This is an optimization exercise on Yosys and OpenROAD, whose aim is a short achievable clock period and few clock cycles, not a production implementation. RTL that was checked went through simulation tests only; none was proved equivalent to the original. For runs 1 to 4, only the layout was checked, not whether the RTL still works. Power is estimated from default activity; no workload was simulated.

==> flow/design.v <==
module cpu(input         clk, reset,
           input  [15:0] dataout, instruction,
           output        MemRd, MemWr,
           output [15:0] datain, instrAddr, dataAddr);
  reg [15:0] pc;           
  reg [15:0] ras;          
  reg        xv;           
  reg [7:1]  xao, xbo;     
  reg [7:0]  xsa, xsb;     
  reg [2:0]  xd;           
  reg        xwe;          
  reg        xand, xcall, xsub;  
  reg        ximm;         
  reg [15:0] xi;           
  reg        xld, xbyte, xsx, xst, xsv;
  reg [8:0]  xs9;          
  reg [2:0]  xm;           
  reg        xret;
  reg [15:0] xalt;         
  reg        xla, xlb;     
  reg [15:0] mres, mdata;
  reg [7:1]  mwe;          
  reg        mld, mbyte, msx, mwr;
  reg [15:0] r1, r2, r3, r4, r5, r6, r7;
  wire [15:0] av = ({16{xsa[0]}} & mres) | ({16{xsa[1]}} & r1) | ({16{xsa[2]}} & r2) |
                   ({16{xsa[3]}} & r3)   | ({16{xsa[4]}} & r4) | ({16{xsa[5]}} & r5) |
                   ({16{xsa[6]}} & r6)   | ({16{xsa[7]}} & r7);
  wire [15:0] bv = ({16{xsb[0]}} & mres) | ({16{xsb[1]}} & r1) | ({16{xsb[2]}} & r2) |
                   ({16{xsb[3]}} & r3)   | ({16{xsb[4]}} & r4) | ({16{xsb[5]}} & r5) |
                   ({16{xsb[6]}} & r6)   | ({16{xsb[7]}} & r7);
  wire        st = xv & (xla | xlb);           
  wire        go = xv & ~st;                   
  wire [15:0] bop = ximm ? xi : xsub ? ~bv : bv;
  wire [15:0] sum = av + bop + {15'd0, xsub};
  wire [15:0] res = xcall ? xalt : xand ? (av & bop) : sum;
  wire        eq = (av == bv);
  wire        lt = (av[15] ^ bv[15]) ? av[15] : (av[14:0] < bv[14:0]);   
  wire        mbr = eq ? xm[2] : lt ? xm[1] : xm[0];
  wire        mis = go & (mbr | (xret & (av != pc)));
  wire [15:0] redir = xret ? av : xalt;
  wire [15:0] i   = instruction;
  wire [3:0]  op  = i[15:12];
  wire [15:0] pc2 = pc + 16'd2;
  wire [5:0]  lo  = {1'b0, pc[4:0]} + {1'b0, i[4:0]};
  wire [10:0] hi  = pc[15:5];
  wire [10:0] hip = hi + 11'd1;
  wire [10:0] him = hi - 11'd1;
  wire [15:0] bt  = {i[4] ? (lo[5] ? hi : him) : (lo[5] ? hip : hi), lo[4:0]};
  wire [15:0] jt  = {pc2[15:13], i[11:0], 1'b0};
  wire fbr  = (op[3:2] == 2'b10);
  wire fj   = (op == 4'd12) | (op == 4'd13);
  wire fret = (op == 4'd14);
  wire fpt  = i[4] | (op[1:0] == 2'd3) | (op[1:0] == 2'd1) | ((op[1:0] == 2'd0) & i[11]);
  wire [15:0] fnext = fj ? jt : fret ? ras : (fbr & fpt) ? bt : pc2;
  reg [2:0] ftk;
  always @(*)
    case (op[1:0])
      2'd0: ftk = 3'b110;    
      2'd1: ftk = 3'b101;    
      2'd2: ftk = 3'b100;    
      default: ftk = 3'b011;  
    endcase
  reg [2:0]  fa, fb, fd;
  reg        fwe, fimm, fld, fst, fsv, fand, fsub;
  reg [15:0] fi;
  always @(*) begin
    fa = i[7:5]; fb = 3'd0; fd = i[10:8]; fwe = 1'b0; fimm = 1'b1; fld = 1'b0;
    fst = 1'b0; fsv = 1'b0; fand = 1'b0; fsub = 1'b0; fi = {{11{i[4]}}, i[4:0]};
    case (op)
      4'd0, 4'd1, 4'd2: begin
        fa = i[8:6]; fb = i[5:3]; fd = i[11:9]; fwe = 1'b1; fimm = 1'b0;
        fand = (op == 4'd0); fsub = (op == 4'd2);
      end
      4'd3: fwe = 1'b1;
      4'd4: begin fwe = 1'b1; fand = 1'b1; fi = {11'd0, i[4:0]}; end
      4'd5, 4'd6: begin fwe = 1'b1; fld = 1'b1; end
      4'd7: begin fb = i[10:8]; fst = 1'b1; end
      4'd8, 4'd9, 4'd10, 4'd11: begin
        fa = i[11] ? 3'd0 : i[7:5]; fb = i[10:8];
      end
      4'd12: fa = 3'd0;
      4'd13: begin fa = 3'd0; fd = 3'd7; fwe = 1'b1; end
      4'd14: fa = 3'd7;
      default: begin fa = i[11:9]; fst = 1'b1; fsv = 1'b1; fi = 16'd0; end
    endcase
    if (fd == 3'd0) fwe = 1'b0;
  end
  wire [7:0] fao = 8'd1 << fa;
  wire [7:0] fbo = 8'd1 << fb;
  wire       xw  = xv & xwe;    
  wire       ffa = xw & (fa == xd);
  wire       ffb = xw & (fb == xd);
  always @(posedge clk or posedge reset)
    if (reset) begin
      pc <= 16'd0;
      xv <= 1'b0;
    end else if (mis) begin
      pc <= redir;
      xv <= 1'b0;
    end else if (!st) begin
      pc <= fnext;
      xv <= 1'b1;
    end
  always @(posedge clk)
    if (!st && op == 4'd13) ras <= pc2;
  always @(posedge clk)
    if (st) begin
      xsa <= {xao, 1'b0}; xsb <= {xbo, 1'b0}; xla <= 1'b0; xlb <= 1'b0;
    end else begin
      xao <= fao[7:1]; xbo <= fbo[7:1];
      xsa <= ffa ? 8'd1 : {fao[7:1], 1'b0};
      xsb <= ffb ? 8'd1 : {fbo[7:1], 1'b0};
      xla <= ffa & xld; xlb <= ffb & xld;
      xd <= fd; xwe <= fwe; xand <= fand; xsub <= fsub; xcall <= (op == 4'd13);
      ximm <= fimm; xi <= fi;
      xld <= fld; xbyte <= (op == 4'd6); xsx <= i[11]; xst <= fst; xsv <= fsv;
      xs9 <= i[8:0];
      xm <= fbr ? (ftk ^ {3{fpt}}) : 3'b000;
      xret <= fret;
      xalt <= (fbr & ~fpt) ? bt : pc2;
    end
  wire [7:0] xdo = 8'd1 << xd;
  always @(posedge clk or posedge reset)
    if (reset) begin
      mwe <= 7'd0; mld <= 1'b0; mwr <= 1'b0;
    end else begin
      mwe <= (go & xwe) ? xdo[7:1] : 7'd0; mld <= go & xld; mwr <= go & xst;
    end
  always @(posedge clk) begin
    mres  <= res;
    mdata <= xsv ? {{7{xs9[8]}}, xs9} : bv;
    mbyte <= xbyte;
    msx   <= xsx;
  end
  wire [15:0] ldv = mbyte ? {{8{msx & dataout[7]}}, dataout[7:0]} : dataout;
  wire [15:0] wv  = mld ? ldv : mres;
  always @(posedge clk) begin
    if (mwe[1]) r1 <= wv;
    if (mwe[2]) r2 <= wv;
    if (mwe[3]) r3 <= wv;
    if (mwe[4]) r4 <= wv;
    if (mwe[5]) r5 <= wv;
    if (mwe[6]) r6 <= wv;
    if (mwe[7]) r7 <= wv;
  end
  assign instrAddr = pc;
  assign dataAddr  = mres;
  assign datain    = mdata;
  assign MemRd     = mld;
  assign MemWr     = mwr;
endmodule
==> flow/run.sh <==
#!/bin/bash
# synth_recipe.tcl (not shown) runs the flow's synth.tcl, then flattens the netlist and writes it again
# the make line also repeats each setting of config.mk as NAME=value (left out here)
make -C /OpenROAD-flow-scripts/flow DESIGN_CONFIG=/design/flow/config.mk WORK_HOME=/design/flow/orfs CLKGATE_MAP_FILE= SYNTH_SCRIPT=/design/flow/synth_recipe.tcl finish
==> flow/config.mk <==
export PLATFORM = sky130hd
export DESIGN_NAME = cpu
export DESIGN_NICKNAME = cpu
export VERILOG_FILES = /design/flow/design.v
export SDC_FILE = /design/flow/constraint.sdc
export NUM_CORES = 4
export LEC_CHECK = 0
export CAP_MARGIN = 20
export CORE_MARGIN = 2
export CORE_UTILIZATION = 40
export PLACE_DENSITY = 0.6
export SLEW_MARGIN = 20
==> flow/constraint.sdc <==
create_clock -name core_clock -period 13.0 [get_ports {clk}]
set_input_delay 2.6000 -clock core_clock [delete_from_list [all_inputs] [get_ports {clk}]]
set_output_delay 2.6000 -clock core_clock [all_outputs]
set_load 0.01 [all_outputs]
==> results.sh, run 1 <==
export IMPL_outcome="finished clean"
export IMPL_timing_final_crit_period_ps=5430
export IMPL_first_global_vias=10700
export IMPL_highest_layer="met4"
export IMPL_hold_path_depth=0
export IMPL_met3_length_um=3880
export IMPL_max_cap_viols=0
export IMPL_grt_antenna_before_repair=0
export IMPL_maximum_vdd_drop_mv=0.105
export IMPL_setup_repair_after_global_routing_missed_its_margin="false"
export IMPL_detail_route_wl_per_cell_um=24.8
export IMPL_syn2layout_area_growth_pct=15.4
export IMPL_clockPowerShare_pct=26.8
export IMPL_worst_ep_required_time_ps=13430
export IMPL_cts_htree_levels=1
export IMPL_dp_hpwl_um=30800
export IMPL_reg2reg_setup_slack_ps=8380
export IMPL_ant_nets=0
export IMPL_post_synth_instance_area_um2=14100
export IMPL_global_route_wire_length_before_repair_um=67200
export IMPL_transition_time_at_the_pin_with_the_least_slew_margin_ps=1130
export IMPL_async_flop_share_pct=9.70
export IMPL_fin_worst_skew_ps=19.1
export IMPL_grt_util_all_layers_pct=24.6
export IMPL_core_rowCount=68
export IMPL_max_slew_margin_pct=24.5
export IMPL_clk_latency_worst_skew_pair_ps=570
export IMPL_power_leakage_nw=5.80
export IMPL_ys_warn_count=1
export IMPL_detail_route_iter0_violations=1324
export IMPL_drcViolationCount=0
export IMPL_clkTransAtPathRegs_ps=60
export IMPL_hold_buf_count_cts=0
export IMPL_power_per_cell_area_nw_per_um2=205
export IMPL_cp_startpoint="instruction[12]"
export IMPL_drt_wl_total_um=45100
export IMPL_crit_fanout=19
export IMPL_netlist_instances=1297
export IMPL_dieWidth_um=192
export IMPL_syn_nets=1370
export IMPL_netSwitchingFraction_pct=35.8
export IMPL_worstSetupPathType="in2reg"
export IMPL_sequentialPowerShare_pct=40.2
export IMPL_avgSynthCellArea_um2=10.9
export IMPL_maximum_count_of_clock_buffers_along_a_single_path=3
export IMPL_placer_congestion=0.890
export IMPL_port_buffer_count=83
export IMPL_total_switching_power_mw=1.19
export IMPL_rr_startpoint="xsb[0]"
export IMPL_number_of_gates_resized_after_cts=0
export IMPL_power_total_mw=3.34
export IMPL_max_clock_freq_mhz=184
export IMPL_largest_net_degree_at_the_start_of_global_routing=65
export IMPL_final_setup_viol_count=0
export IMPL_post_dp_cell_area_um2=15200
export IMPL_postSynthRegisterBits=268
export IMPL_fp_dieArea_um2=36800
export IMPL_post_cts_setup_buffers=0
export IMPL_detail_route_vias_per_cell=6.16
export IMPL_grt_overflow_total=0
export IMPL_num_io_pins=84
export IMPL_post_synth_num_cell_types=79
export IMPL_ys_seq_area_share_pct=52.5
export IMPL_start_util_pct=40.7
export IMPL_tritoncts_clock_tree="yes"
export IMPL_numClockSinks=268
export IMPL_antenna_cells_inserted=0
export IMPL_ff2ff_path_depth=16
export IMPL_worstSetupStartpointType="input pin"
export IMPL_worst_endpoint_arrival_ps=5870
export IMPL_power_combinational_fraction_pct=33.0
export IMPL_ys_flop_type="sky130_fd_sc_hd__edfxtp_1"
export IMPL_total_via_count_after_detailed_routing=11200
export IMPL_fillCellCount=3143
export IMPL_final_cell_area_um2=16300
export IMPL_layout_worst_path_cycle_share_pct=41.8
export IMPL_r2r_end="mres[14]"
export IMPL_intPower_mw=2.15
export IMPL_worst_setup_path_endpoint="xsa[3]"
export IMPL_final_nets=1409
export IMPL_final_layout_size_suffix_gt1_share_pct=9.41
export IMPL_hold_viol_final=0
export IMPL_dr_wl_met2_um=19900
export IMPL_hp_class="reg2reg"
export IMPL_clockRootBuffer="sky130_fd_sc_hd__clkbuf_16"
export IMPL_synth_edf_count=190
export IMPL_clock_buffers_created_by_tritoncts=30
export IMPL_drt_pass_1_iters=6
export IMPL_die_y_um=192
export IMPL_met1_length_um=19700
export IMPL_fp_coreArea_um2=34600
export IMPL_cp_end_kind="flip-flop"
export IMPL_fin_tns_setup_ps=0
export IMPL_report_final_slew_viol_count=0
==> registers in the layout, summed over array words and instances (netlist names), 6 cells and up <==
name and cells:
ras 16, xbo 7, xsa 8, xs9 9
pc 16, r3 16, xi 6, r6 16
xao 7, xsb 8, mdata 16, mres 16
r2 16, mwe 7, r5 16, xalt 16
r7 16, r4 16, r1 16
==> final cells by class <==
| cell class | instances | area (µm²) | area share [%] |
|---|---|---|---|
| repair buffers | 97 | 936 | 5.75 |
| flip-flops and latches | 268 | 7400 | 45.5 |
| clock inverters | 20 | 240 | 1.48 |
| inverters | 45 | 170 | 1.05 |
| well taps | 455 | 569 | 3.50 |
| clock buffers | 36 | 805 | 4.95 |
| multi-input cells | 894 | 6150 | 37.8 |
==> cell usage in the layout, fill, tap and decap left out, types with 5 or more instances in the layout <==
master	count
sky130_fd_sc_hd__a211oi_1	14
sky130_fd_sc_hd__a21o_1	7
sky130_fd_sc_hd__a21oi_1	63
sky130_fd_sc_hd__a22o_1	9
sky130_fd_sc_hd__a22oi_1	121
sky130_fd_sc_hd__a31oi_1	9
sky130_fd_sc_hd__and2_1	10
sky130_fd_sc_hd__and3_1	13
sky130_fd_sc_hd__and4_1	5
sky130_fd_sc_hd__buf_4	14
sky130_fd_sc_hd__bufinv_16	5
sky130_fd_sc_hd__clkbuf_16	31
sky130_fd_sc_hd__clkdlybuf4s50_1	83
sky130_fd_sc_hd__clkinv_2	8
sky130_fd_sc_hd__dfrtp_1	26
sky130_fd_sc_hd__dfxtp_1	52
sky130_fd_sc_hd__edfxtp_1	190
sky130_fd_sc_hd__ha_1	36
sky130_fd_sc_hd__inv_1	41
sky130_fd_sc_hd__mux2_2	39
sky130_fd_sc_hd__mux2i_1	13
sky130_fd_sc_hd__nand2_1	97
sky130_fd_sc_hd__nand2b_1	9
sky130_fd_sc_hd__nand3_1	25
sky130_fd_sc_hd__nand4_1	32
sky130_fd_sc_hd__nor2_1	83
sky130_fd_sc_hd__nor2b_1	5
sky130_fd_sc_hd__nor3_1	19
sky130_fd_sc_hd__nor4_1	6
sky130_fd_sc_hd__o211ai_1	31
sky130_fd_sc_hd__o21a_1	6
sky130_fd_sc_hd__o21ai_0	59
sky130_fd_sc_hd__o22ai_1	11
sky130_fd_sc_hd__o31ai_1	6
sky130_fd_sc_hd__or3_1	10
sky130_fd_sc_hd__xnor2_1	50
sky130_fd_sc_hd__xor2_1	36
==> metrics by stage <==
stage               worst slack (ps)  hold WS, ps  util, %  instances
CTS                             7640          341     47.0       1815
global route                    7350          347     47.0       1815
detailed placement              7060          332     44.0       1759
finish                          7570          341     47.0       1815
floorplan                       8030          323        -       1297
global placement                7180          338     44.0       1759
==> cell usage after synthesis (39+ instances only) <==
| master | n | area (µm²) |
|---|---|---|
| sky130_fd_sc_hd__o21ai_0 | 59 | 295 |
| sky130_fd_sc_hd__mux2_2 | 39 | 439 |
| sky130_fd_sc_hd__dfxtp_1 | 52 | 1040 |
| sky130_fd_sc_hd__nor2_1 | 84 | 315 |
| sky130_fd_sc_hd__xnor2_1 | 50 | 438 |
| sky130_fd_sc_hd__nand2_1 | 97 | 364 |
| sky130_fd_sc_hd__a21oi_1 | 63 | 315 |
| sky130_fd_sc_hd__edfxtp_1 | 190 | 5710 |
| sky130_fd_sc_hd__clkbuf_1 | 54 | 203 |
| sky130_fd_sc_hd__inv_1 | 41 | 154 |
| sky130_fd_sc_hd__a22oi_1 | 121 | 908 |
==> critical path, stage by stage <==
cell and delay [ps]:
sky130_fd_sc_hd__clkdlybuf4s50_1 530, sky130_fd_sc_hd__inv_1 80, sky130_fd_sc_hd__ha_1 280, sky130_fd_sc_hd__nand3_1 120, sky130_fd_sc_hd__buf_4 280, sky130_fd_sc_hd__inv_1 300, sky130_fd_sc_hd__a21oi_1 220, sky130_fd_sc_hd__nand3_1 120
sky130_fd_sc_hd__o21ai_1 310, sky130_fd_sc_hd__xnor2_1 100, sky130_fd_sc_hd__or4_1 610, sky130_fd_sc_hd__nand3_1 180, sky130_fd_sc_hd__o21ai_0 120
==> per-layer routing <==
layer | track usage (%) | vias to the layer above
met3 | 3.25 | 108
met2 | 37.6 | 626
met4 | 8.76 | 0
met5 | 0 | -
met1 | 35.6 | 5452
li1 | - | 4994
==> worst min-delay path by stage <==
stage          startpoint     to
2_1_floorplan       xbyte  mbyte
3_3_place_gp          xsx    msx
3_5_place_dp          xsx    msx
4_1_cts               xsx    msx
5_1_grt               xsx    msx
6_report              xsx    msx
==> power groups by stage <==
stage,clock network (mW),registers [mW],logic [mW]
CTS,0.904,1.34,1.09
global route,0.938,1.36,1.20
finish,0.897,1.34,1.10
detailed placement,0,1.36,1.08
floorplan,0,1.24,0.752
global placement,0,1.36,1.07
==> cell families (layout without fill, tap and decap cells) <==
group / count (synthesis) / after routing / share of synthesized area [%]
compound gates: 382 / 382 / 18.8
simple gates: 333 / 333 / 11.6
flops: 268 / 268 / 52.5
buf+inv: 135 / 198 / 3.96
xor+xnor: 86 / 86 / 5.34
mux: 52 / 52 / 4.04
fa+ha+maj: 41 / 41 / 3.78
==> run 2: changes to the inputs <==
==> flow/flow/run.sh (new file) <==
#!/bin/bash
# Own flow: the standard layout, with repair_timing aiming for more setup slack
# than the default (the clock period and constraints are unchanged).
set -euo pipefail
bash standard.sh SETUP_SLACK_MARGIN=9 finish > flow_standard.log 2>&1
==> flow/standard.sh (new file) <==
#!/bin/bash
# synth_recipe.tcl (not shown) runs the flow's synth.tcl, then flattens the netlist and writes it again
# the make line also repeats each setting of config.mk as NAME=value (left out here)
make -C /OpenROAD-flow-scripts/flow DESIGN_CONFIG=/design/flow/config.mk WORK_HOME=/design/flow/orfs CLKGATE_MAP_FILE= SYNTH_SCRIPT=/design/flow/synth_recipe.tcl "${@:-finish}"
removed: flow/run.sh
==> run 2 against run 1 <==
Against the previous run:
- synthesized cell count unchanged
- largest cell class unchanged
- clock skew increased by 16 ps
- sequential share of layout area down 3.0 points
- sequential power down 4%
- critical path type unchanged
- utilization rose by 3.6 points
- critical path depth decreased by 2
- routed wire length increased by 3.8%
- synthesized area did not move
==> results.sh, run 2 <==
export IMPL_port_buffer_count=83
export IMPL_intPower_mw=2.18
export IMPL_die_y_um=192
export IMPL_final_layout_size_suffix_gt1_share_pct=24.5
export IMPL_fin_worst_skew_ps=35.0
export IMPL_detail_route_iter0_violations=1409
export IMPL_drt_pass_1_iters=8
export IMPL_synth_edf_count=190
export IMPL_avgSynthCellArea_um2=10.9
export IMPL_hp_class="reg2reg"
export IMPL_cp_end_kind="flip-flop"
export IMPL_post_route_util_pct=50.6
export IMPL_drcViolationCount=0
export IMPL_maximum_vdd_drop_mv=0.103
export IMPL_largest_net_degree_at_the_start_of_global_routing=66
export IMPL_clockPowerShare_pct=23.8
export IMPL_total_via_count_after_detailed_routing=11500
export IMPL_dp_hpwl_um=30700
export IMPL_outcome="finished clean"
export IMPL_report_final_slew_viol_count=0
export IMPL_global_route_wire_length_before_repair_um=68600
export IMPL_max_stage_delay_ps=320
export IMPL_numClockSinks=268
export IMPL_layout_worst_path_cycle_share_pct=33.6
export IMPL_postSynthRegisterBits=268
export IMPL_async_flop_share_pct=9.70
export IMPL_synth_top_area_share_pct=40.5
export IMPL_ys_flop_type="sky130_fd_sc_hd__edfxtp_1"
export IMPL_rr_startpoint="xsa[5]"
export IMPL_hold_path_startpoint="xsx"
export IMPL_ant_nets=0
export IMPL_max_cap_viols=0
export IMPL_detail_route_wl_per_cell_um=24.9
export IMPL_reg2reg_setup_slack_ps=9010
export IMPL_grt_util_all_layers_pct=25.0
export IMPL_count_of_non_filler_cells_in_the_finished_layout=1882
export IMPL_clk_latency_worst_skew_pair_ps=570
export IMPL_ys_seq_area_share_pct=52.5
export IMPL_power_leakage_nw=6.40
export IMPL_crit_path_top_delay_cell="sky130_fd_sc_hd__o311a_1"
export IMPL_hold_path_depth=0
export IMPL_hold_viol_final=0
export IMPL_maximum_count_of_clock_buffers_along_a_single_path=3
export IMPL_synth_top_area_cell="sky130_fd_sc_hd__edfxtp_1"
export IMPL_antenna_cells_inserted=0
export IMPL_synth_area_top_cells="sky130_fd_sc_hd__edfxtp_1 40%, sky130_fd_sc_hd__dfxtp_1 7.4%, sky130_fd_sc_hd__a22oi_1 6.4%"
export IMPL_dp_cells=1763
export IMPL_fp_coreArea_um2=34600
export IMPL_worstSetupPathType="in2reg"
export IMPL_hold_buf_count_cts=0
export IMPL_fp_dieArea_um2=36800
export IMPL_syn_nets=1370
export IMPL_ys_top_cells_by_count="190 x sky130_fd_sc_hd__edfxtp_1, 121 x sky130_fd_sc_hd__a22oi_1, 97 x sky130_fd_sc_hd__nand2_1"
export IMPL_start_util_pct=40.7
export IMPL_placer_congestion=0.878
export IMPL_dieWidth_um=192
export IMPL_post_synth_num_cell_types=79
export IMPL_netSwitchingFraction_pct=37.0
export IMPL_max_clock_freq_mhz=229
export IMPL_post_synth_instance_area_um2=14100
export IMPL_final_nets=1477
export IMPL_final_setup_viol_count=0
export IMPL_mostFrequentLayoutCell="sky130_fd_sc_hd__edfxtp_1"
export IMPL_netlist_instances=1297
export IMPL_final_cell_area_um2=17500
export IMPL_syn2layout_area_growth_pct=24.3
export IMPL_max_slew_margin_pct=28.7
export IMPL_detail_route_vias_per_cell=6.11
export IMPL_sequentialPowerShare_pct=37.1
export IMPL_power_total_mw=3.45
export IMPL_first_global_vias=11000
export IMPL_worst_ep_required_time_ps=13420
export IMPL_num_io_pins=84
export IMPL_ys_warn_count=1
export IMPL_layout_cells_most_common_list="190 x sky130_fd_sc_hd__edfxtp_1, 119 x sky130_fd_sc_hd__a22oi_1, 95 x sky130_fd_sc_hd__nand2_1"
export IMPL_clkTransAtPathRegs_ps=60
export IMPL_crit_fanout=5
export IMPL_total_switching_power_mw=1.28
export IMPL_worstSetupStartpointType="input pin"
export IMPL_setup_repair_after_global_routing_missed_its_margin="true"
export IMPL_tritoncts_clock_tree="yes"
export IMPL_synth_most_common_cell="sky130_fd_sc_hd__edfxtp_1"
export IMPL_worst_endpoint_arrival_ps=4790
export IMPL_power_per_cell_area_nw_per_um2=197
export IMPL_worstPathCellList="buf_2 -> ha_4 -> o21a_4 -> a21oi_2 -> buf_4 -> o2111ai_4 -> a21boi_4 -> nor2_2 -> o31ai_1 -> a31oi_1 -> o311a_1"
export IMPL_core_rowCount=68
export IMPL_cts_htree_levels=1
export IMPL_clockRootBuffer="sky130_fd_sc_hd__clkbuf_16"
export IMPL_r2r_end="pc[6]"
export IMPL_grt_antenna_before_repair=0
export IMPL_transition_time_at_the_pin_with_the_least_slew_margin_ps=1070
export IMPL_fin_tns_setup_ps=0
export IMPL_drt_wl_total_um=46800
export IMPL_min_to="msx"
export IMPL_timing_final_crit_period_ps=4370
export IMPL_clock_buffers_created_by_tritoncts=29
export IMPL_grt_overflow_total=0
export IMPL_post_dp_cell_area_um2=15500
export IMPL_power_combinational_fraction_pct=39.1
export IMPL_ff2ff_path_depth=12
## run 2: cell type report
class	count	area, µm²
clock inverter	14	114
clock buffer	40	845
multi-input combinational	894	6850
tap	455	569
timing repair buffer	166	1510
fill	3033	17100
inverter	45	194
sequential	268	7450
## run 2: per-layer routing
metal | wire (µm) | GRT usage, %
met4 | 1430 | 8.17
met1 | 19900 | 35.9
met5 | 0 | 0
met3 | 4320 | 3.71
met2 | 21200 | 39.0
## run 2: power by group through the flow
stage,Clock [mW],Sequential (mW),Combinational [mW]
final,0.822,1.28,1.35
after detailed placement,0,1.34,1.14
after CTS,0.831,1.28,1.28
after global routing,0.861,1.29,1.45
after floorplan,0,1.24,0.777
after global placement,0,1.34,1.12
## run 2: worst max-delay path, delay by kind of cell
kind	cells	cell delay, ps
compound gates	7	1510
fa+ha+maj	1	310
buf+inv	2	310
simple gates	1	50
## run 2: worst max path at each step
stage | startpoint | to | slack, ps
global placement | instruction[13] | xsa[4] | 7160
detailed placement | instruction[13] | xsa[2] | 7110
floorplan | instruction[13] | xsb[2] | 8250
CTS | instruction[1] | pc[8] | 8670
global route | instruction[1] | pc[11] | 8580
finish | instruction[3] | pc[10] | 8630
## run 2: logic make-up after synthesis
group,Yosys count,share of synthesized area (%)
buffers and inverters,135,3.96
AND/OR/NAND/NOR,333,11.6
XOR/XNOR,86,5.34
multiplexers,52,4.04
flip-flops,268,52.5
adder cells (fa/ha/maj),41,3.78
AO/OA/AOI/OAI,382,18.8
## run 2: per-stage QoR
stage	hold slack, ps	setup slack (ps)
floorplan	323	8250
global placement	336	7160
detailed placement	337	7110
CTS	368	8670
global route	376	8580
finish	368	8630
## run 2: what timing repair did
action	in CTS	in global routing
resized for setup	207	56
gates cloned	1	0
buffers inserted	47	17
pin swaps	57	44
endpoints found under the setup margin	143	89
==> run 3: changes to the inputs <==
==> flow/flow/run.sh (replaced) <==
#!/bin/bash
# Own flow: the standard layout, with two changes to how it is made (the clock period
# and constraints are unchanged):
#  - the port buffers that buffer_ports inserts are plain buffers (buf_2), not whatever cell
#    it picks by default (a delay cell on this platform);
#  - repair_timing aims for more setup slack than the default.
set -euo pipefail
bash standard.sh SETUP_SLACK_MARGIN=9.2 'BUFFER_PORTS_ARGS=-buffer_cell sky130_fd_sc_hd__buf_2' finish > flow_standard.log 2>&1
==> run 3 against run 2 <==
Against the previous run:
- sequential share of layout area decreased by 1.0 points
- non-clock buffer count increased by 42
- clock power increased by about 10%
- utilization increased by 1.2 points
- fmax decreased by 1.1%
- synthesized cell count unchanged
- die area unchanged
- still clean on timing, DRC and antenna
- largest power group unchanged
- global-route usage increased by 0.17 points
- via count increased by 2.0%
- design area increased by 2.4%
==> results.sh, run 3 <==
export IMPL_outcome="finished clean"
export IMPL_drt_wl_total_um=47800
export IMPL_fin_worst_skew_ps=46.3
export IMPL_detail_route_wl_per_cell_um=24.8
export IMPL_worstSetupStartpointType="input pin"
export IMPL_die_y_um=192
export IMPL_syn2layout_area_growth_pct=27.3
export IMPL_dieWidth_um=192
export IMPL_grt_overflow_total=0
export IMPL_worstSetupPathType="in2reg"
export IMPL_syn_nets=1370
export IMPL_ant_nets=0
export IMPL_library_cell_appearing_most_often_on_the_critical_path="sky130_fd_sc_hd__buf_12"
export IMPL_clkTransAtPathRegs_ps=60
export IMPL_synth_most_common_cell="sky130_fd_sc_hd__edfxtp_1"
export IMPL_final_nets=1524
export IMPL_worst_endpoint_arrival_ps=4900
export IMPL_sequentialPowerShare_pct=35.6
export IMPL_max_slew_margin_pct=31.0
export IMPL_port_buffer_count=83
export IMPL_max_cap_viols=0
export IMPL_transition_time_at_the_pin_with_the_least_slew_margin_ps=1040
export IMPL_cts_htree_levels=1
export IMPL_power_per_cell_area_nw_per_um2=200
export IMPL_cp_end_kind="flip-flop"
export IMPL_async_flop_share_pct=9.70
export IMPL_first_global_vias=11000
export IMPL_intPower_mw=2.27
export IMPL_ys_seq_area_share_pct=52.5
export IMPL_layout_cells_most_common_list="190 x sky130_fd_sc_hd__edfxtp_1, 114 x sky130_fd_sc_hd__a22oi_1, 99 x sky130_fd_sc_hd__buf_4"
export IMPL_reg2reg_setup_slack_ps=9110
export IMPL_ff2ff_path_depth=13
export IMPL_worst_ep_required_time_ps=13490
export IMPL_power_combinational_fraction_pct=39.2
export IMPL_rr_startpoint="xsa[1]"
export IMPL_post_synth_num_cell_types=79
export IMPL_core_rowCount=68
export IMPL_synth_top_area_cell="sky130_fd_sc_hd__edfxtp_1"
export IMPL_ys_warn_count=1
export IMPL_clockPowerShare_pct=25.2
export IMPL_setup_repair_after_global_routing_missed_its_margin="true"
export IMPL_tritoncts_clock_tree="yes"
export IMPL_r2r_end="pc[6]"
export IMPL_post_synth_instance_area_um2=14100
export IMPL_largest_net_degree_at_the_start_of_global_routing=73
export IMPL_final_layout_size_suffix_gt1_share_pct=33.5
export IMPL_clk_latency_worst_skew_pair_ps=590
export IMPL_antenna_cells_inserted=0
export IMPL_clockRootBuffer="sky130_fd_sc_hd__clkbuf_16"
export IMPL_power_leakage_nw=6.63
export IMPL_total_via_count_after_detailed_routing=11700
export IMPL_drcViolationCount=0
export IMPL_numClockSinks=268
export IMPL_ys_top_cells_by_count="190 x sky130_fd_sc_hd__edfxtp_1, 121 x sky130_fd_sc_hd__a22oi_1, 97 x sky130_fd_sc_hd__nand2_1"
export IMPL_pre_cts_slack_ps=7600
export IMPL_maximum_count_of_clock_buffers_along_a_single_path=3
export IMPL_fp_coreArea_um2=34600
export IMPL_mostFrequentLayoutCell="sky130_fd_sc_hd__edfxtp_1"
export IMPL_max_clock_freq_mhz=227
export IMPL_synth_area_top_cells="sky130_fd_sc_hd__edfxtp_1 40%, sky130_fd_sc_hd__dfxtp_1 7.4%, sky130_fd_sc_hd__a22oi_1 6.4%"
export IMPL_synth_top_area_share_pct=40.5
export IMPL_timing_final_crit_period_ps=4410
export IMPL_cp_startpoint="instruction[13]"
export IMPL_max_stage_delay_ps=600
export IMPL_global_route_wire_length_before_repair_um=69100
export IMPL_hp_class="reg2reg"
export IMPL_clock_buffers_created_by_tritoncts=30
export IMPL_num_io_pins=84
export IMPL_report_final_slew_viol_count=0
export IMPL_worst_setup_path_endpoint="xsa[1]"
export IMPL_hold_viol_final=0
export IMPL_postSynthRegisterBits=268
export IMPL_ys_flop_type="sky130_fd_sc_hd__edfxtp_1"
export IMPL_final_setup_viol_count=0
export IMPL_fin_tns_setup_ps=0
export IMPL_dp_hpwl_um=30700
export IMPL_grt_util_all_layers_pct=25.2
export IMPL_crit_fanout=3
export IMPL_layout_setup_ws_ps=8590
export IMPL_netSwitchingFraction_pct=36.9
export IMPL_detail_route_vias_per_cell=6.08
export IMPL_synth_edf_count=190
export IMPL_placer_congestion=0.875
export IMPL_start_util_pct=40.7
export IMPL_netlist_instances=1297
export IMPL_worstPathCellList="buf_12 -> inv_12 -> ha_4 -> nor3_4 -> nor2_1 -> o21a_1 -> a221oi_2 -> a21oi_2 -> xor2_1 -> or4_4 -> buf_12 -> nand3_2 -> nand2_1"
export IMPL_fp_dieArea_um2=36800
export IMPL_layout_worst_path_cycle_share_pct=33.9
export IMPL_avgSynthCellArea_um2=10.9
export IMPL_detail_route_iter0_violations=1329
export IMPL_maximum_vdd_drop_mv=0.125
export IMPL_grt_antenna_before_repair=0
export IMPL_drt_pass_1_iters=6
export IMPL_total_switching_power_mw=1.33
export IMPL_crit_path_top_delay_cell="sky130_fd_sc_hd__or4_4"
export IMPL_fillCellCount=2999
[run 3: final cells by class]
| cell class | instances | area (µm²) | share of cell area, % |
|---|---|---|---|
| flip-flops and latches | 268 | 7440 | 41.5 |
| well taps | 455 | 569 | 3.17 |
| multi-input cells | 898 | 7050 | 39.2 |
| clock buffers | 43 | 945 | 5.26 |
| repair buffers | 208 | 1610 | 8.98 |
| inverters | 45 | 195 | 1.09 |
| clock inverters | 13 | 144 | 0.801 |
[run 3: what timing repair did]
| action | CTS | global route |
|---|---|---|
| endpoints found under the setup margin | 104 | 92 |
| gates cloned | 1 | 4 |
| setup buffers | 60 | 48 |
| hold buffers | 0 | 0 |
| gates resized for setup | 128 | 104 |
| pin swaps | 63 | 70 |
[run 3: power by group through the flow]
stage | registers (mW) | logic [mW] | clock network, mW
final | 1.28 | 1.41 | 0.907
after global routing | 1.29 | 1.52 | 0.948
after CTS | 1.28 | 1.28 | 0.916
after detailed placement | 1.34 | 1.07 | 0
after global placement | 1.34 | 1.05 | 0
after floorplan | 1.24 | 0.777 | 0
[run 3: cell families (layout without fill, tap and decap cells)]
| logic type | count (synthesis) | after routing | share of synthesized area (%) |
|---|---|---|---|
| xor+xnor | 86 | 86 | 5.34 |
| mux | 52 | 52 | 4.04 |
| simple gates | 333 | 337 | 11.6 |
| fa+ha+maj | 41 | 41 | 3.78 |
| compound gates | 382 | 382 | 18.8 |
| buf+inv | 135 | 309 | 3.96 |
| flops | 268 | 268 | 52.5 |
[run 3: worst min-delay path by stage]
stage,startpoint,cells past startpoint,endpoint
after global placement,xbyte,0,mbyte
after CTS,xsx,0,msx
final,xsx,0,msx
after global routing,xsx,0,msx
after detailed placement,xbyte,0,mbyte
after floorplan,xbyte,0,mbyte
[run 3: per-stage QoR]
step	instances	utilization, %	cell area, µm²	power (mW)	hold slack (ps)
final	1930	51.8	18000	3.60	318
after global routing	1930	51.8	18000	3.75	326
after CTS	1878	49.3	17100	3.47	331
after detailed placement	1761	43.4	15000	2.41	330
after global placement	1761	43.4	15000	2.39	332
after floorplan	1297	-	14400	2.02	323
[run 3: critical path: cells and delay by family]
family                   cells  cell delay, ps
AND/OR/NAND/NOR              5            1100
AO/OA/AOI/OAI                3             580
buffers and inverters        3             290
adder cells (fa/ha/maj)      1             170
XOR/XNOR                     1             160
[run 3: metal layers]
layer  vias to the layer above  global-route usage [%]  wire [µm]
met5                         -                       0          0
met4                         0                    8.20       1580
met3                        89                    3.69       4560
met2                       703                    38.8      21400
met1                      5710                    36.5      20300
li1                       5236                       -          -
==> run 4: changes to the inputs <==
--- a/flow/design.v
+++ b/flow/design.v
@@ -17,5 +17,6 @@
   reg [2:0]  xm;           
   reg        xret;
-  reg [15:0] xalt;         
+  reg [15:0] xpc2, xbt;    
+  reg        xpt;          
   reg        xla, xlb;     
   reg [15:0] mres, mdata;
@@ -33,10 +34,10 @@
   wire [15:0] bop = ximm ? xi : xsub ? ~bv : bv;
   wire [15:0] sum = av + bop + {15'd0, xsub};
-  wire [15:0] res = xcall ? xalt : xand ? (av & bop) : sum;
+  wire [15:0] res = xcall ? xpc2 : xand ? (av & bop) : sum;
   wire        eq = (av == bv);
   wire        lt = (av[15] ^ bv[15]) ? av[15] : (av[14:0] < bv[14:0]);   
   wire        mbr = eq ? xm[2] : lt ? xm[1] : xm[0];
   wire        mis = go & (mbr | (xret & (av != pc)));
-  wire [15:0] redir = xret ? av : xalt;
+  wire [15:0] redir = xret ? av : xpt ? xpc2 : xbt;
   wire [15:0] i   = instruction;
   wire [3:0]  op  = i[15:12];
@@ -61,34 +62,29 @@
       default: ftk = 3'b011;  
     endcase
-  reg [2:0]  fa, fb, fd;
-  reg        fwe, fimm, fld, fst, fsv, fand, fsub;
-  reg [15:0] fi;
-  always @(*) begin
-    fa = i[7:5]; fb = 3'd0; fd = i[10:8]; fwe = 1'b0; fimm = 1'b1; fld = 1'b0;
-    fst = 1'b0; fsv = 1'b0; fand = 1'b0; fsub = 1'b0; fi = {{11{i[4]}}, i[4:0]};
-    case (op)
-      4'd0, 4'd1, 4'd2: begin
-        fa = i[8:6]; fb = i[5:3]; fd = i[11:9]; fwe = 1'b1; fimm = 1'b0;
-        fand = (op == 4'd0); fsub = (op == 4'd2);
-      end
-      4'd3: fwe = 1'b1;
-      4'd4: begin fwe = 1'b1; fand = 1'b1; fi = {11'd0, i[4:0]}; end
-      4'd5, 4'd6: begin fwe = 1'b1; fld = 1'b1; end
-      4'd7: begin fb = i[10:8]; fst = 1'b1; end
-      4'd8, 4'd9, 4'd10, 4'd11: begin
-        fa = i[11] ? 3'd0 : i[7:5]; fb = i[10:8];
-      end
-      4'd12: fa = 3'd0;
-      4'd13: begin fa = 3'd0; fd = 3'd7; fwe = 1'b1; end
-      4'd14: fa = 3'd7;
-      default: begin fa = i[11:9]; fst = 1'b1; fsv = 1'b1; fi = 16'd0; end
-    endcase
-    if (fd == 3'd0) fwe = 1'b0;
-  end
-  wire [7:0] fao = 8'd1 << fa;
-  wire [7:0] fbo = 8'd1 << fb;
+  wire fR   = ~op[3] & ~op[2] & ~(op[1] & op[0]);           
+  wire fA75 = (~op[3] & (op[2] | (op[1] & op[0]))) | (fbr & ~i[11]);
+  wire fA7  = fret;
+  wire fA119 = (op == 4'd15);
+  wire fB108 = (op == 4'd7) | fbr;
+  wire [7:0] d86  = 8'd1 << i[8:6];
+  wire [7:0] d75  = 8'd1 << i[7:5];
+  wire [7:0] d119 = 8'd1 << i[11:9];
+  wire [7:0] d53  = 8'd1 << i[5:3];
+  wire [7:0] d108 = 8'd1 << i[10:8];
+  wire [7:0] fao = ({8{fR}} & d86) | ({8{fA75}} & d75) | ({8{fA119}} & d119) | ({8{fA7}} & 8'h80);
+  wire [7:0] fbo = ({8{fR}} & d53) | ({8{fB108}} & d108);
+  wire [7:0] xdo = 8'd1 << xd;
   wire       xw  = xv & xwe;    
-  wire       ffa = xw & (fa == xd);
-  wire       ffb = xw & (fb == xd);
+  wire       ffa = xw & |(fao & xdo);
+  wire       ffb = xw & |(fbo & xdo);
+  wire [2:0] fd  = fR ? i[11:9] : (op == 4'd13) ? 3'd7 : i[10:8];
+  wire       fwe = (fR | (~op[3] & (op[2] ^ (op[1] & op[0]))) | (op == 4'd3) | (op == 4'd13)) & (fd != 3'd0);
+  wire       fimm = ~fR;
+  wire       fld  = (op == 4'd5) | (op == 4'd6);
+  wire       fst  = (op == 4'd7) | (op == 4'd15);
+  wire       fsv  = (op == 4'd15);
+  wire       fand = (op == 4'd0) | (op == 4'd4);
+  wire       fsub = (op == 4'd2);
+  wire [15:0] fi  = (op == 4'd15) ? 16'd0 : {{11{i[4] & (op != 4'd4)}}, i[4:0]};
   always @(posedge clk or posedge reset)
     if (reset) begin
@@ -118,7 +114,6 @@
       xm <= fbr ? (ftk ^ {3{fpt}}) : 3'b000;
       xret <= fret;
-      xalt <= (fbr & ~fpt) ? bt : pc2;
+      xpc2 <= pc2; xbt <= bt; xpt <= fpt;
     end
-  wire [7:0] xdo = 8'd1 << xd;
   always @(posedge clk or posedge reset)
     if (reset) begin
==> run 4 against run 3 <==
Against the previous run:
- fmax is 0.94% lower
- critical endpoint is now pc[12]
- register-to-register slack improved by 130 ps
- synthesized area is 5.4% higher
- via count increased by 2.3%
- critical path depth did not move
- clock skew shrank 15 ps
- largest power group is now sequential cells
==> results.sh, run 4 <==
export IMPL_detail_route_iter0_violations=1315
export IMPL_clkTransAtPathRegs_ps=60
export IMPL_clock_buffers_created_by_tritoncts=34
export IMPL_synth_top_area_share_pct=41.8
export IMPL_dp_hpwl_um=32600
export IMPL_cts_htree_levels=2
export IMPL_port_buffer_count=83
export IMPL_fp_dieArea_um2=38700
export IMPL_fillCellCount=3217
export IMPL_synth_most_common_cell="sky130_fd_sc_hd__edfxtp_1"
export IMPL_largest_net_degree_at_the_start_of_global_routing=84
export IMPL_synth_top_area_cell="sky130_fd_sc_hd__edfxtp_1"
export IMPL_crit_fanout=7
export IMPL_max_slew_margin_pct=23.7
export IMPL_ys_seq_area_share_pct=53.2
export IMPL_netlist_instances=1333
export IMPL_drt_pass_1_iters=5
export IMPL_global_route_wire_length_before_repair_um=73900
export IMPL_final_setup_viol_count=0
export IMPL_power_leakage_nw=6.87
export IMPL_outcome="finished clean"
export IMPL_detail_route_vias_per_cell=6.14
export IMPL_worstSetupStartpointType="input pin"
export IMPL_drcViolationCount=0
export IMPL_setup_repair_after_global_routing_missed_its_margin="true"
export IMPL_ant_nets=0
export IMPL_avgSynthCellArea_um2=11.2
export IMPL_placer_congestion=0.901
export IMPL_mostFrequentLayoutCell="sky130_fd_sc_hd__edfxtp_1"
export IMPL_grt_antenna_before_repair=0
export IMPL_async_flop_share_pct=9.12
export IMPL_final_nets=1538
export IMPL_start_util_pct=40.6
export IMPL_detail_route_wl_per_cell_um=25.7
export IMPL_maximum_vdd_drop_mv=0.104
export IMPL_fin_tns_setup_ps=0
export IMPL_dieWidth_um=197
export IMPL_numClockSinks=285
export IMPL_synth_edf_count=207
export IMPL_first_global_vias=11600
export IMPL_clockRootBuffer="sky130_fd_sc_hd__clkbuf_16"
export IMPL_max_clock_freq_mhz=225
export IMPL_core_rowCount=70
export IMPL_power_per_cell_area_nw_per_um2=203
export IMPL_worstSetupPathType="in2reg"
export IMPL_tritoncts_clock_tree="yes"
export IMPL_die_y_um=197
export IMPL_power_total_mw=3.72
export IMPL_grt_util_all_layers_pct=25.6
export IMPL_ys_flop_type="sky130_fd_sc_hd__edfxtp_1"
export IMPL_transition_time_at_the_pin_with_the_least_slew_margin_ps=1140
export IMPL_max_cap_viols=0
export IMPL_postSynthRegisterBits=285
export IMPL_timing_final_crit_period_ps=4450
export IMPL_syn_nets=1407
export IMPL_clk_latency_worst_skew_pair_ps=520
export IMPL_total_via_count_after_detailed_routing=12000
export IMPL_worst_ep_required_time_ps=13410
export IMPL_ys_top_cells_by_count="207 x sky130_fd_sc_hd__edfxtp_1, 124 x sky130_fd_sc_hd__a22oi_1, 108 x sky130_fd_sc_hd__nor2_1"
export IMPL_post_synth_instance_area_um2=14900
export IMPL_report_final_slew_viol_count=0
export IMPL_syn2layout_area_growth_pct=23.3
export IMPL_hp_class="reg2reg"
export IMPL_grt_overflow_total=0
export IMPL_post_synth_num_cell_types=82
export IMPL_num_io_pins=84
export IMPL_fin_worst_skew_ps=31.4
export IMPL_cp_end_kind="flip-flop"
export IMPL_fp_coreArea_um2=36600
export IMPL_worst_endpoint_arrival_ps=4870
export IMPL_final_layout_size_suffix_gt1_share_pct=31.0
export IMPL_ys_warn_count=1
export IMPL_antenna_cells_inserted=0
export IMPL_hold_buf_count_cts=0
export IMPL_layout_worst_path_cycle_share_pct=34.3
export IMPL_hold_viol_final=0
export IMPL_maximum_count_of_clock_buffers_along_a_single_path=3
export IMPL_synth_area_top_cells="sky130_fd_sc_hd__edfxtp_1 42%, sky130_fd_sc_hd__dfxtp_1 7.0%, sky130_fd_sc_hd__a22oi_1 6.3%"
export IMPL_drt_wl_total_um=50300
export IMPL_layout_cells_most_common_list="207 x sky130_fd_sc_hd__edfxtp_1, 116 x sky130_fd_sc_hd__a22oi_1, 101 x sky130_fd_sc_hd__nor2_1"
-- run 4: changes by cell type in the layout (fill, tap and decap cells not counted), sizes merged, moves of 12 or more --
cell,previous run,this run
nor2,84,108
nand3,28,16
o211ai,31,3
edfxtp,190,207
buf,206,187
a21oi,64,82
-- run 4: cell families after synthesis --
logic type,share of synthesized area (%)
AND/OR/NAND/NOR,12.0
XOR/XNOR,4.64
buffers and inverters,5.09
flip-flops,53.2
AO/OA/AOI/OAI,17.7
adder cells (fa/ha/maj),3.52
multiplexers,3.91
-- run 4: worst max-delay path, stage by stage --
cell and delay [ps]:
sky130_fd_sc_hd__buf_8 100, sky130_fd_sc_hd__ha_4 200, sky130_fd_sc_hd__a21o_1 190, sky130_fd_sc_hd__a2111oi_4 370
sky130_fd_sc_hd__buf_6 160, sky130_fd_sc_hd__and4b_4 310, sky130_fd_sc_hd__buf_4 140, sky130_fd_sc_hd__a31oi_4 90
sky130_fd_sc_hd__xnor2_2 180, sky130_fd_sc_hd__nor2_1 60, sky130_fd_sc_hd__o21ai_1 150, sky130_fd_sc_hd__a21oi_1 80
sky130_fd_sc_hd__o31ai_1 220
-- run 4: power breakdown --
group | internal (mW) | total, mW | switching [mW] | leakage, nW
Combinational | 0.571 | 1.34 | 0.768 | 3.56
Sequential | 1.24 | 1.43 | 0.193 | 2.77
Clock | 0.568 | 0.947 | 0.379 | 0.544
Total | 2.38 | 3.72 | 1.34 | 6.87
-- run 4: path summary, 6_finish.rpt --
path / start / to / slack, ps / depth (start not counted)
setup / recovery: instruction[1] / pc[12] / 8550 / 13
setup reg to reg: xsb[5] / pc[15] / 9240 / 13
max in group asynchronous: reset / pc[13] / 10440 / 3
hold / removal: xbyte / mbyte / 360 / 0
min in group asynchronous: reset / mwe[1] / 2190 / 3
hold reg to reg: xbyte / mbyte / 360 / 0
-- run 4: through the flow --
stage / cell area (µm²) / cells / worst slack (ps) / utilization [%] / hold WS [ps]
final: 18300 / 1957 / 8550 / 50.1 / 357
after global routing: 18300 / 1957 / 8420 / 50.1 / 370
after CTS: 17800 / 1926 / 8590 / 48.5 / 364
after detailed placement: 15700 / 1810 / 7480 / 42.9 / 343
after global placement: 15700 / 1810 / 7500 / 42.9 / 366
after floorplan: 15100 / 1333 / 8360 / - / 323
-- run 4: final cells by class --
cell class                 count  area (µm²)  share of cell area [%]
sequential                   285        7940                    43.3
clock inverter                13         119                   0.648
timing repair buffer         189        1410                    7.69
clock buffer                  48         985                    5.37
multi-input combinational    907        7100                    38.7
tap                          468         586                    3.19
inverter                      47         191                    1.04
-- run 4: metal layers --
layer  routed length (µm)  up-vias  GRT usage (%)
met5                    0        -              0
met4                 1880        0           9.94
met3                 4830      112           4.09
met2                21800      704           38.3
met1                21700     5904           37.1
li1                     -     5292              -
-- run 4: repair_timing --
| item | 4_1_cts | 5_1_grt |
|---|---|---|
| endpoints found under the hold margin | 0 | 0 |
| gates resized for setup | 136 | 70 |
| setup endpoints to repair | 94 | 61 |
| setup buffers | 52 | 30 |
| pin swaps | 66 | 62 |
| gates cloned | 3 | 1 |
==> run 5: changes to the inputs <==
--- a/flow/design.v
+++ b/flow/design.v
@@ -1,2 +1,9 @@
+module pcinc(input  [15:0] pc,
+             output [15:0] pc2,
+             output [10:0] hip, him);
+  assign pc2 = pc + 16'd2;
+  assign hip = pc[15:5] + 11'd1;
+  assign him = pc[15:5] - 11'd1;
+endmodule
 module cpu(input         clk, reset,
            input  [15:0] dataout, instruction,
@@ -16,7 +23,7 @@
   reg [8:0]  xs9;          
   reg [2:0]  xm;           
-  reg        xret;
+  reg        xret, xpt;    
   reg [15:0] xpc2, xbt;    
-  reg        xpt;          
+  reg [15:0] xrt;          
   reg        xla, xlb;     
   reg [15:0] mres, mdata;
@@ -38,20 +45,23 @@
   wire        lt = (av[15] ^ bv[15]) ? av[15] : (av[14:0] < bv[14:0]);   
   wire        mbr = eq ? xm[2] : lt ? xm[1] : xm[0];
-  wire        mis = go & (mbr | (xret & (av != pc)));
+  wire        mis = go & (mbr | (xret & (av != xrt)));
   wire [15:0] redir = xret ? av : xpt ? xpc2 : xbt;
-  wire [15:0] i   = instruction;
-  wire [3:0]  op  = i[15:12];
-  wire [15:0] pc2 = pc + 16'd2;
-  wire [5:0]  lo  = {1'b0, pc[4:0]} + {1'b0, i[4:0]};
-  wire [10:0] hi  = pc[15:5];
-  wire [10:0] hip = hi + 11'd1;
-  wire [10:0] him = hi - 11'd1;
-  wire [15:0] bt  = {i[4] ? (lo[5] ? hi : him) : (lo[5] ? hip : hi), lo[4:0]};
-  wire [15:0] jt  = {pc2[15:13], i[11:0], 1'b0};
+  wire [15:0] i  = instruction;
+  wire [3:0]  op = i[15:12];
+  wire [15:0] pc2;
+  wire [10:0] hip, him;
+  pcinc pci(pc, pc2, hip, him);
+  wire [5:0]  lo = {1'b0, pc[4:0]} + {1'b0, i[4:0]};
+  wire [15:0] bt = {i[4] ? (lo[5] ? pc[15:5] : him) : (lo[5] ? hip : pc[15:5]), lo[4:0]};
+  wire [15:0] jt = {pc2[15:13], i[11:0], 1'b0};
   wire fbr  = (op[3:2] == 2'b10);
-  wire fj   = (op == 4'd12) | (op == 4'd13);
+  wire fj   = (op[3:1] == 3'b110);
   wire fret = (op == 4'd14);
-  wire fpt  = i[4] | (op[1:0] == 2'd3) | (op[1:0] == 2'd1) | ((op[1:0] == 2'd0) & i[11]);
-  wire [15:0] fnext = fj ? jt : fret ? ras : (fbr & fpt) ? bt : pc2;
+  wire fpt  = i[4] | op[0] | (~op[1] & i[11]);    
+  wire sj   = fj;
+  wire sr   = fret;
+  wire sb   = fbr & fpt;
+  wire ss   = ~(sj | sr | sb);
+  wire [15:0] fnext = ({16{sj}} & jt) | ({16{sr}} & ras) | ({16{sb}} & bt) | ({16{ss}} & pc2);
   reg [2:0] ftk;
   always @(*)
@@ -62,7 +72,7 @@
       default: ftk = 3'b011;  
     endcase
-  wire fR   = ~op[3] & ~op[2] & ~(op[1] & op[0]);           
-  wire fA75 = (~op[3] & (op[2] | (op[1] & op[0]))) | (fbr & ~i[11]);
-  wire fA7  = fret;
+  wire fR    = ~op[3] & ~op[2] & ~(op[1] & op[0]);           
+  wire fA75  = (~op[3] & (op[2] | (op[1] & op[0]))) | (fbr & ~i[11]);
+  wire fA7   = fret;
   wire fA119 = (op == 4'd15);
   wire fB108 = (op == 4'd7) | fbr;
@@ -74,10 +84,11 @@
   wire [7:0] fao = ({8{fR}} & d86) | ({8{fA75}} & d75) | ({8{fA119}} & d119) | ({8{fA7}} & 8'h80);
   wire [7:0] fbo = ({8{fR}} & d53) | ({8{fB108}} & d108);
-  wire [7:0] xdo = 8'd1 << xd;
   wire       xw  = xv & xwe;    
-  wire       ffa = xw & |(fao & xdo);
-  wire       ffb = xw & |(fbo & xdo);
+  wire       e86 = (i[8:6] == xd), e75 = (i[7:5] == xd), e119 = (i[11:9] == xd);
+  wire       e53 = (i[5:3] == xd), e108 = (i[10:8] == xd), e7 = (xd == 3'd7);
+  wire       ffa = xw & ((fR & e86) | (fA75 & e75) | (fA119 & e119) | (fA7 & e7));
+  wire       ffb = xw & ((fR & e53) | (fB108 & e108));
   wire [2:0] fd  = fR ? i[11:9] : (op == 4'd13) ? 3'd7 : i[10:8];
-  wire       fwe = (fR | (~op[3] & (op[2] ^ (op[1] & op[0]))) | (op == 4'd3) | (op == 4'd13)) & (fd != 3'd0);
+  wire       fwe = (fR | (~op[3] & (op[2] ^ (op[1] & op[0]))) | (op == 4'd13)) & (fd != 3'd0);
   wire       fimm = ~fR;
   wire       fld  = (op == 4'd5) | (op == 4'd6);
@@ -105,6 +116,6 @@
     end else begin
       xao <= fao[7:1]; xbo <= fbo[7:1];
-      xsa <= ffa ? 8'd1 : {fao[7:1], 1'b0};
-      xsb <= ffb ? 8'd1 : {fbo[7:1], 1'b0};
+      xsa <= {fao[7:1] & {7{~ffa}}, ffa};
+      xsb <= {fbo[7:1] & {7{~ffb}}, ffb};
       xla <= ffa & xld; xlb <= ffb & xld;
       xd <= fd; xwe <= fwe; xand <= fand; xsub <= fsub; xcall <= (op == 4'd13);
@@ -113,7 +124,8 @@
       xs9 <= i[8:0];
       xm <= fbr ? (ftk ^ {3{fpt}}) : 3'b000;
-      xret <= fret;
-      xpc2 <= pc2; xbt <= bt; xpt <= fpt;
+      xret <= fret; xpt <= fpt;
+      xpc2 <= pc2; xbt <= bt; xrt <= ras;
     end
+  wire [7:0] xdo = 8'd1 << xd;
   always @(posedge clk or posedge reset)
     if (reset) begin
==> run 5 against run 4 <==
Against the previous run:
- largest cell class unchanged
- sequential cell count rose by 16
- final cell count grew 3.5%
- highest routed layer unchanged
- utilization is 0.50 points higher
- synthesized cell count shrank 1.5%
==> results.sh, run 5 <==
export IMPL_outcome="finished clean"
export IMPL_maximum_vdd_drop_mv=0.0760
export IMPL_detail_route_wl_per_cell_um=25.4
export IMPL_hold_path_startpoint="xsx"
export IMPL_fp_dieArea_um2=39900
export IMPL_synth_area_top_cells="sky130_fd_sc_hd__edfxtp_1 44%, sky130_fd_sc_hd__dfxtp_1 6.8%, sky130_fd_sc_hd__a22oi_1 6.0%"
export IMPL_grt_antenna_before_repair=0
export IMPL_netlist_instances=1313
export IMPL_start_util_pct=40.6
export IMPL_tritoncts_clock_tree="yes"
export IMPL_power_leakage_nw=7.19
export IMPL_ys_warn_count=1
export IMPL_power_combinational_fraction_pct=31.9
export IMPL_dieWidth_um=200
export IMPL_postSynthRegisterBits=301
export IMPL_synth_top_area_share_pct=43.6
export IMPL_cp_end_kind="flip-flop"
export IMPL_fp_coreArea_um2=37800
export IMPL_critical_path_top_delay_family="compound AO/OA/AOI/OAI gates"
export IMPL_min_to="msx"
export IMPL_report_final_slew_viol_count=0
export IMPL_post_synth_instance_area_um2=15300
export IMPL_multiInputGateArea_um2=7000
export IMPL_antenna_cells_inserted=0
export IMPL_fin_tns_setup_ps=0
export IMPL_hold_buf_count_cts=0
export IMPL_clock_buffers_created_by_tritoncts=35
export IMPL_ys_top_cells_by_count="223 x sky130_fd_sc_hd__edfxtp_1, 123 x sky130_fd_sc_hd__a22oi_1, 92 x sky130_fd_sc_hd__nor2_1"
export IMPL_worstSetupStartpointType="input pin"
export IMPL_avgSynthCellArea_um2=11.7
export IMPL_layout_worst_path_cycle_share_pct=33.5
export IMPL_pre_cts_slack_ps=7860
export IMPL_clockPowerShare_pct=26.9
export IMPL_syn2layout_area_growth_pct=24.4
export IMPL_final_setup_viol_count=0
export IMPL_sequentialPowerShare_pct=41.2
export IMPL_total_via_count_after_detailed_routing=12100
export IMPL_ff2ff_path_depth=18
export IMPL_synth_top_area_cell="sky130_fd_sc_hd__edfxtp_1"
export IMPL_drcViolationCount=0
export IMPL_max_cap_viols=0
export IMPL_global_route_wire_length_before_repair_um=74900
export IMPL_netSwitchingFraction_pct=34.4
export IMPL_placer_congestion=0.886
export IMPL_grt_overflow_total=0
export IMPL_register_area_um2=8430
export IMPL_worstPathCellList="buf_8 -> ha_4 -> a21o_1 -> a21oi_2 -> o21a_2 -> nor3_4 -> nor4b_4 -> buf_4 -> a32oi_4 -> xnor2_2 -> a222oi_1 -> a31oi_1"
export IMPL_fillCellCount=3276
export IMPL_worst_endpoint_arrival_ps=4710
export IMPL_layout_cells_most_common_list="223 x sky130_fd_sc_hd__edfxtp_1, 125 x sky130_fd_sc_hd__buf_4, 117 x sky130_fd_sc_hd__a22oi_1"
export IMPL_ant_nets=0
export IMPL_timing_final_crit_period_ps=4360
export IMPL_syn_nets=1387
export IMPL_detail_route_vias_per_cell=6.00
export IMPL_dp_hpwl_um=32800
export IMPL_setup_repair_after_global_routing_missed_its_margin="true"
export IMPL_core_rowCount=71
export IMPL_drt_pass_1_iters=6
export IMPL_post_route_util_pct=50.6
export IMPL_drt_wl_total_um=51500
export IMPL_count_of_non_filler_cells_in_the_finished_layout=2025
export IMPL_grt_util_all_layers_pct=25.5
export IMPL_cts_htree_levels=2
export IMPL_power_total_mw=3.49
export IMPL_clkTransAtPathRegs_ps=60
export IMPL_synth_most_common_cell="sky130_fd_sc_hd__edfxtp_1"
export IMPL_power_per_cell_area_nw_per_um2=183
export IMPL_hold_viol_final=0
export IMPL_final_layout_size_suffix_gt1_share_pct=31.7
export IMPL_layout_setup_ws_ps=8640
export IMPL_post_synth_num_cell_types=86
export IMPL_final_nets=1561
export IMPL_total_switching_power_mw=1.20
export IMPL_num_io_pins=84
export IMPL_max_stage_delay_ps=330
export IMPL_reg2reg_setup_slack_ps=9040
export IMPL_holdWs_ps=345
export IMPL_async_flop_share_pct=8.64
export IMPL_post_dp_cell_area_um2=16300
export IMPL_hp_class="reg2reg"
export IMPL_largest_net_degree_at_the_start_of_global_routing=75
export IMPL_final_cell_area_um2=19100
export IMPL_crit_path_top_delay_cell="sky130_fd_sc_hd__a222oi_1"
export IMPL_worstPathBufferInverterCount=2
export IMPL_mostFrequentLayoutCell="sky130_fd_sc_hd__edfxtp_1"
export IMPL_first_global_vias=11500
export IMPL_hold_path_depth=0
export IMPL_crit_fanout=3
export IMPL_ys_flop_type="sky130_fd_sc_hd__edfxtp_1"
export IMPL_die_y_um=200
export IMPL_transition_time_at_the_pin_with_the_least_slew_margin_ps=1080
export IMPL_detail_route_iter0_violations=1601
export IMPL_synth_edf_count=223
export IMPL_rr_startpoint="xsb[4]"
export IMPL_numClockSinks=301
export IMPL_ys_seq_area_share_pct=54.7
export IMPL_port_buffer_count=83
export IMPL_worst_ep_required_time_ps=13350
export IMPL_max_clock_freq_mhz=230
export IMPL_clockRootBuffer="sky130_fd_sc_hd__clkbuf_16"
export IMPL_clk_latency_worst_skew_pair_ps=550
export IMPL_fin_worst_skew_ps=36.3
export IMPL_dp_cells=1840
export IMPL_intPower_mw=2.29
export IMPL_worstSetupPathType="in2reg"
export IMPL_max_slew_margin_pct=28.3
export IMPL_r2r_end="mres[12]"
export IMPL_maximum_count_of_clock_buffers_along_a_single_path=3
## run 5: changes by cell type after synthesis, sizes merged, moves of 9 or more
cell / delta
xor2: +9
nand2: -10
nand3: +11
nor2: -15
edfxtp: +16
nor3: -9
o31ai: -11
a21oi: -26
## run 5: logic make-up after synthesis
group | synth area share, %
compound gates | 16.8
simple gates | 11.5
buf+inv | 4.57
fa+ha+maj | 3.47
xor+xnor | 5.41
flops | 54.7
mux | 3.67
## run 5: metal layers
metal	share of wire, %	track usage [%]	up-vias
met4	3.5	9.25	0
li1	-	-	5352
met1	42	36.4	5997
met3	9.1	3.66	109
met2	45	39.7	687
met5	0	0	-
## run 5: how the worst max path moves through the flow
stage | from | end | slack [ps] | cells past startpoint
after global placement | instruction[12] | pc[8] | 7920 | 11
final | instruction[1] | pc[15] | 8640 | 12
after CTS | instruction[1] | pc[15] | 8720 | 11
after detailed placement | instruction[12] | pc[8] | 7860 | 11
after global routing | instruction[1] | pc[15] | 8580 | 12
after floorplan | instruction[1] | pc[13] | 8290 | 11
## run 5: power groups by stage
stage / combinational, mW / clock, mW / sequential (mW)
floorplan: 0.590 / 0 / 1.39
global placement: 0.809 / 0 / 1.48
detailed placement: 0.822 / 0 / 1.48
CTS: 0.958 / 0.950 / 1.45
global route: 1.19 / 0.991 / 1.45
finish: 1.11 / 0.940 / 1.44
## run 5: layout make-up
class | instances | area share, %
timing repair inverter | 1 | 0.0393
multi-input combinational | 878 | 36.7
tap | 511 | 3.35
timing repair buffer | 227 | 9.09
clock buffer | 44 | 5.03
clock inverter | 20 | 0.734
inverter | 43 | 0.963
sequential | 301 | 44.1
## run 5: timing repair
item | CTS | global route
gates cloned | 2 | 0
pin swaps | 53 | 56
resized for setup | 125 | 69
buffers inserted | 73 | 46
setup endpoints to repair | 75 | 59
Testbench counts of run 5, summed over its fixed seeds: cycles 9,878.
==> run 6: changes to the inputs <==
--- a/flow/config.mk
+++ b/flow/config.mk
@@ -11,2 +11,3 @@
 export PLACE_DENSITY = 0.6
 export SLEW_MARGIN = 20
+export SYNTH_HIERARCHICAL = 1
==> run 6 against run 5 <==
Against the previous run:
- setup slack improved by 340 ps
- final cell count shrank 1.5%
- power rose by 3.6%
- routed wire length down 2.2%
- clock skew fell by 12 ps
- utilization shrank 1.0 points
- sequential cell count stayed put
- first-iteration DRC count decreased by 14%
- combinational power grew 9%
- sequential share of layout area decreased by 0.15 points
- synthesized area rose by 2.7%
==> results.sh, run 6 <==
export IMPL_detail_route_wl_per_cell_um=25.3
export IMPL_reg2reg_setup_slack_ps=9280
export IMPL_hold_path_startpoint="xsx"
export IMPL_synth_edf_count=223
export IMPL_synth_top_area_share_pct=42.5
export IMPL_hp_class="reg2reg"
export IMPL_clk_latency_worst_skew_pair_ps=560
export IMPL_grt_overflow_total=0
export IMPL_clockRootBuffer="sky130_fd_sc_hd__clkbuf_16"
export IMPL_library_cell_appearing_most_often_on_the_critical_path="sky130_fd_sc_hd__buf_12"
export IMPL_ys_flop_type="sky130_fd_sc_hd__edfxtp_1"
export IMPL_core_rowCount=72
export IMPL_worst_endpoint_arrival_ps=4490
export IMPL_detail_route_iter0_violations=1377
export IMPL_power_combinational_fraction_pct=33.4
export IMPL_outcome="finished clean"
export IMPL_synth_top_family_by_area="compound AO/OA/AOI/OAI gates"
export IMPL_numClockSinks=301
export IMPL_drt_pass_1_iters=8
export IMPL_hold_path_depth=0
export IMPL_max_clock_freq_mhz=249
export IMPL_yosys_area_share_simple_pct=12.0
export IMPL_fin_tns_setup_ps=0
export IMPL_final_setup_viol_count=0
export IMPL_netSwitchingFraction_pct=34.6
export IMPL_mostFrequentLayoutCell="sky130_fd_sc_hd__edfxtp_1"
export IMPL_grt_util_all_layers_pct=24.0
export IMPL_drcViolationCount=0
export IMPL_post_synth_num_cell_types=84
export IMPL_dp_cells=1846
export IMPL_report_final_slew_viol_count=0
export IMPL_r2r_end="pc[2]"
export IMPL_ff2ff_path_depth=12
export IMPL_crit_fanout=5
export IMPL_fp_dieArea_um2=41000
export IMPL_global_route_wire_length_before_repair_um=74100
export IMPL_power_per_cell_area_nw_per_um2=189
export IMPL_ys_warn_count=7
export IMPL_first_global_vias=11600
export IMPL_syn2layout_area_growth_pct=21.8
export IMPL_min_to="msx"
export IMPL_antenna_cells_inserted=0
export IMPL_total_via_count_after_detailed_routing=12000
export IMPL_max_cap_viols=0
export IMPL_register_area_um2=8440
export IMPL_netlist_instances=1322
export IMPL_yosys_area_share_xor_xnor_pct=5.78
export IMPL_clockPowerShare_pct=27.0
export IMPL_synth_area_top_cells="sky130_fd_sc_hd__edfxtp_1 42%, sky130_fd_sc_hd__dfxtp_1 6.6%, sky130_fd_sc_hd__a22oi_1 4.6%"
==> run 6: changes by cell type in the layout (fill, tap and decap cells not counted), moves of 6 or more <==
cell,previous run,this run
sky130_fd_sc_hd__buf_4,125,88
sky130_fd_sc_hd__a22oi_1,117,88
sky130_fd_sc_hd__a22oi_2,11,40
sky130_fd_sc_hd__nor2_1,87,64
sky130_fd_sc_hd__nand2_1,76,96
sky130_fd_sc_hd__o21ai_1,20,5
sky130_fd_sc_hd__xor2_1,39,52
sky130_fd_sc_hd__a222oi_1,7,14
sky130_fd_sc_hd__a22o_1,0,7
sky130_fd_sc_hd__o22ai_1,13,6
sky130_fd_sc_hd__a221o_1,9,15
sky130_fd_sc_hd__nand4_2,4,10
sky130_fd_sc_hd__o21ai_0,42,48
==> run 6: worst register-to-register path: cells and delay by family (launching register included) <==
| kind | cells | cell delay [ps] |
|---|---|---|
| buffers and inverters | 1 | 230 |
| adder cells (fa/ha/maj) | 1 | 420 |
| AO/OA/AOI/OAI | 3 | 840 |
| multiplexers | 1 | 300 |
| flip-flops | 1 | 290 |
| AND/OR/NAND/NOR | 6 | 1510 |
==> run 6: metal layers <==
metal	vias up	wire length, µm	global-route usage (%)
li1	5309	-	-
met2	612	23300	38.1
met3	113	4120	3.85
met1	5932	21400	33.4
met5	-	0	0
met4	0	1520	8.34
==> run 6: area by class of cell <==
class,count,area share [%]
clock buffers,42,4.86
clock inverters,22,1.05
inverters,34,0.769
multi-input cells,891,38.2
flip-flops and latches,301,44.0
well taps,518,3.38
repair buffers,187,7.80
==> run 6: kinds of logic after synthesis <==
family | after synthesis
XOR/XNOR | 104
AO/OA/AOI/OAI | 351
multiplexers | 57
AND/OR/NAND/NOR | 336
adder cells (fa/ha/maj) | 41
flip-flops | 301
buffers and inverters | 132
==> run 6: how the worst max path moves through the flow <==
| stage | endpoint | cells after the start | slack [ps] | from |
|---|---|---|---|---|
| 4_1_cts | pc[13] | 13 | 8970 | instruction[1] |
| 6_report | pc[7] | 13 | 8980 | instruction[1] |
| 5_1_grt | pc[14] | 12 | 8920 | instruction[1] |
| 3_5_place_dp | pc[14] | 11 | 7680 | instruction[4] |
| 2_1_floorplan | pc[14] | 11 | 8670 | instruction[1] |
| 3_3_place_gp | pc[14] | 11 | 7690 | instruction[4] |
==> run 6: per-module statistics from Yosys (local to each module, per instance) <==
module  flops+latches  cells  area (µm²)  times used
pcinc               0     89         668           1
cpu               301   1233       15100           1
==> run 6: timing repair <==
action | CTS | global route
hold buffers | 0 | 0
gates cloned | 5 | 1
buffers inserted | 34 | 45
setup endpoints to repair | 75 | 55
pin swaps | 31 | 55
gates resized for setup | 120 | 75
==> run 6: stage by stage <==
step | util (%) | power (mW) | area [µm²] | setup slack (ps) | hold WS (ps)
after global routing | 49.5 | 3.77 | 19200 | 8920 | 370
after global placement | 42.6 | 2.35 | 16500 | 7690 | 338
after detailed placement | 42.6 | 2.37 | 16500 | 7680 | 341
final | 49.5 | 3.62 | 19200 | 8980 | 358
after CTS | 47.7 | 3.53 | 18500 | 8970 | 355
after floorplan | - | 2.07 | 16000 | 8670 | 323
==> run 6: power by group through the flow <==
stage          logic (mW)  clock network, mW  registers, mW
6_report             1.21              0.976           1.44
5_1_grt              1.30               1.02           1.45
4_1_cts              1.11              0.989           1.43
3_5_place_dp        0.892                  0           1.48
3_3_place_gp        0.875                  0           1.48
2_1_floorplan       0.677                  0           1.39

Setup slack of run 6, layout unchanged: 8.981 ns with ideal ports, 8.935 ns with driving cells assumed (clock clkbuf_16, inputs buf_2), 8.340 ns with port delays also shifted by the 0.595 ns mid clock arrival.
